Background: an optimization exercise with open tools, aiming at small area. Do not read the settings as production practice. In this exercise RTL edits were held to simulation tests only and were not proved equivalent to the original. Power figures rest on the tool's default switching activity, not on a simulated workload.

## Sdram_Control
module Sdram_Control (
		RESET_N, CLK,
		WR1_ADDR, WR1_MAX_ADDR, WR1_LENGTH, WR1_LOAD,
		WR1_FIFO_Q, WR1_FIFO_RUSEDW, WR1_FIFO_RDREQ,
		RD1_ADDR, RD1_MAX_ADDR, RD1_LENGTH, RD1_LOAD,
		RD1_FIFO_DATA, RD1_FIFO_WRREQ, RD1_FIFO_WUSEDW,
		SA, BA, CS_N, CKE, RAS_N, CAS_N, WE_N,
		DQ_IN, DQ_OUT, DQ_OE, DQM
);
==> flow/config.mk <==
export PLATFORM = sky130hd
export DESIGN_NAME = Sdram_Control
export DESIGN_NICKNAME = Sdram_Control
export VERILOG_FILES = /design/flow/design.v
export SDC_FILE = /design/flow/constraint.sdc
export NUM_CORES = 8
export LEC_CHECK = 0
export CAP_MARGIN = 20
export CORE_MARGIN = 2
export CORE_UTILIZATION = 70
export SLEW_MARGIN = 20
==> flow/constraint.sdc <==
create_clock -name core_clock -period 10.0 [get_ports {CLK}]
set_input_delay 2.0000 -clock core_clock [delete_from_list [all_inputs] [get_ports {CLK}]]
set_output_delay 2.0000 -clock core_clock [all_outputs]
set_load 0.01 [all_outputs]
standard.sh (not shown) runs the stock make flow with config.mk's settings and CLKGATE_MAP_FILE= SYNTH_SCRIPT=/design/flow/synth_recipe.tcl, a recipe that flattens the netlist after the stock synthesis.
==> flow/flow/run.sh <==
#!/bin/bash
# Standard ORFS layout with these changes to how it is made:
#  - synthesis maps with an area-oriented ABC script (flow/abc_area.script) and
#    leaves adders to ABC instead of mapping them to adder cells first; the rest
#    of synthesis, and so every register, is the standard synthesis's;
#  - the port buffers use the smallest buffer cell;
#  - the clock tree clusters its sinks into fewer, larger clusters, without
#    dummy loads, and uses a small root buffer.
set -euo pipefail
rm -rf scripts_abc
cp -r "$FLOW_HOME/scripts" scripts_abc
cp flow/abc_area.script scripts_abc/abc_speed.script
bash standard.sh finish \
  "SCRIPTS_DIR=$PWD/scripts_abc" \
  'ADDER_MAP_FILE=' \
  'BUFFER_PORTS_ARGS=-buffer_cell sky130_fd_sc_hd__buf_1' \
  'CTS_ARGS=-sink_clustering_enable -repair_clock_nets -sink_clustering_size 28 -sink_clustering_max_diameter 120 -dont_use_dummy_load -buf_list sky130_fd_sc_hd__clkbuf_16 -root_buf sky130_fd_sc_hd__clkbuf_4' \
  > standard_make.log 2>&1
==> flow/flow/abc_area.script <==
strash
&get -n
&st
&deepsyn -T 120 -t
&put
dch -f
amap -m -F 4 -A 8
The starting point finished clean.
Edit:
--- a/flow/flow/run.sh
+++ b/flow/flow/run.sh
@@ -17 +17 @@
-  'CTS_ARGS=-sink_clustering_enable -repair_clock_nets -sink_clustering_size 28 -sink_clustering_max_diameter 120 -dont_use_dummy_load -buf_list sky130_fd_sc_hd__clkbuf_16 -root_buf sky130_fd_sc_hd__clkbuf_4' \
+  'CTS_ARGS=-sink_clustering_enable -repair_clock_nets -sink_clustering_size 28 -sink_clustering_max_diameter 160 -dont_use_dummy_load -root_buf sky130_fd_sc_hd__clkbuf_4 -tree_buf sky130_fd_sc_hd__clkbuf_8 -sink_clustering_buffer sky130_fd_sc_hd__clkbuf_16' \
Result:
- global-route usage went down by 1.4 points
- total power fell by 9.4%
- routed wire length decreases by 5.0%
- utilization fell by 1.5 points

========
## the reference run
Another version of the RTL of Sdram_Control (not shown whole).
Size: roughly 1000 cells after synthesis, ~230 flip-flops, ~230 I/O pins.
Settings: LEC_CHECK=0, CAP_MARGIN=20, CORE_MARGIN=2, CORE_UTILIZATION=40, SLEW_MARGIN=20; clock period 10.0 ns.
run.sh (not shown) runs the stock make flow with config.mk's settings and CLKGATE_MAP_FILE= SYNTH_SCRIPT=/design/flow/synth_recipe.tcl, a recipe that flattens the netlist after the stock synthesis.
Stock flow here: none of the scripts above is used.
The reference run finished every stage and its layout cleared the timing, DRC and antenna checks.
--- input diff the reference run..the trial run ---
==> flow/flow/run.sh (new file) <==
#!/bin/bash
# Standard ORFS layout; the port buffers use the smallest buffer cell.
set -euo pipefail
bash standard.sh finish 'BUFFER_PORTS_ARGS=-buffer_cell sky130_fd_sc_hd__buf_1' > standard_make.log 2>&1
==> flow/standard.sh (new file) <==
#!/bin/bash
# synth_recipe.tcl (not shown) runs the flow's synth.tcl, then flattens the netlist and writes it again
# the make line also repeats each setting of config.mk as NAME=value (left out here)
make -C /OpenROAD-flow-scripts/flow DESIGN_CONFIG=/design/flow/config.mk WORK_HOME=/design/flow/orfs CLKGATE_MAP_FILE= SYNTH_SCRIPT=/design/flow/synth_recipe.tcl "${@:-finish}"
removed: flow/run.sh
==> comparison <==
- Re portion of total power attributed to sequential cells: the reference run was higher than the trial run.
- NOTE final instance area the reference run->the trial run decreased by a little under 10%
- The reference run → the trial run: power per standard cell area went up; count of clock-buffer cells in the layout went up; power after layout went up; number of standard cells in the layout, taps in and fillers out did not really move; wire length went down.

## separate check: timing with driven ports
In the flow no input, the clock included, has a driving cell. The finished layouts below were timed again as built, in two steps.
Step 1 sets driving cells, clkbuf_16 on the clock port and buf_2 on the other inputs (assumed; they add their load-dependent delay and slew).
Step 2 moves the port delays by t, midway between the first and last clock arrival at a register: inputs arrive t later, outputs are due t later. That takes back most of the time a late clock gives input paths.
a / b / c = ideal ports / drivers / drivers and shift; a / b = the first two.
run	shift t [ns]	slack for setup (ns)	worst data-port slew with drivers (ns)
the first run of note 1	0.778	2.784 / 2.784 / 2.784	0.07
the second run of note 1	0.625	2.991 / 2.991 / 2.991	0.07
the reference run	0.558	3.916 / 3.916 / 3.916	0.05
the trial run	0.571	3.953 / 3.953 / 3.953	0.05
After both steps every run listed still meets setup and hold.
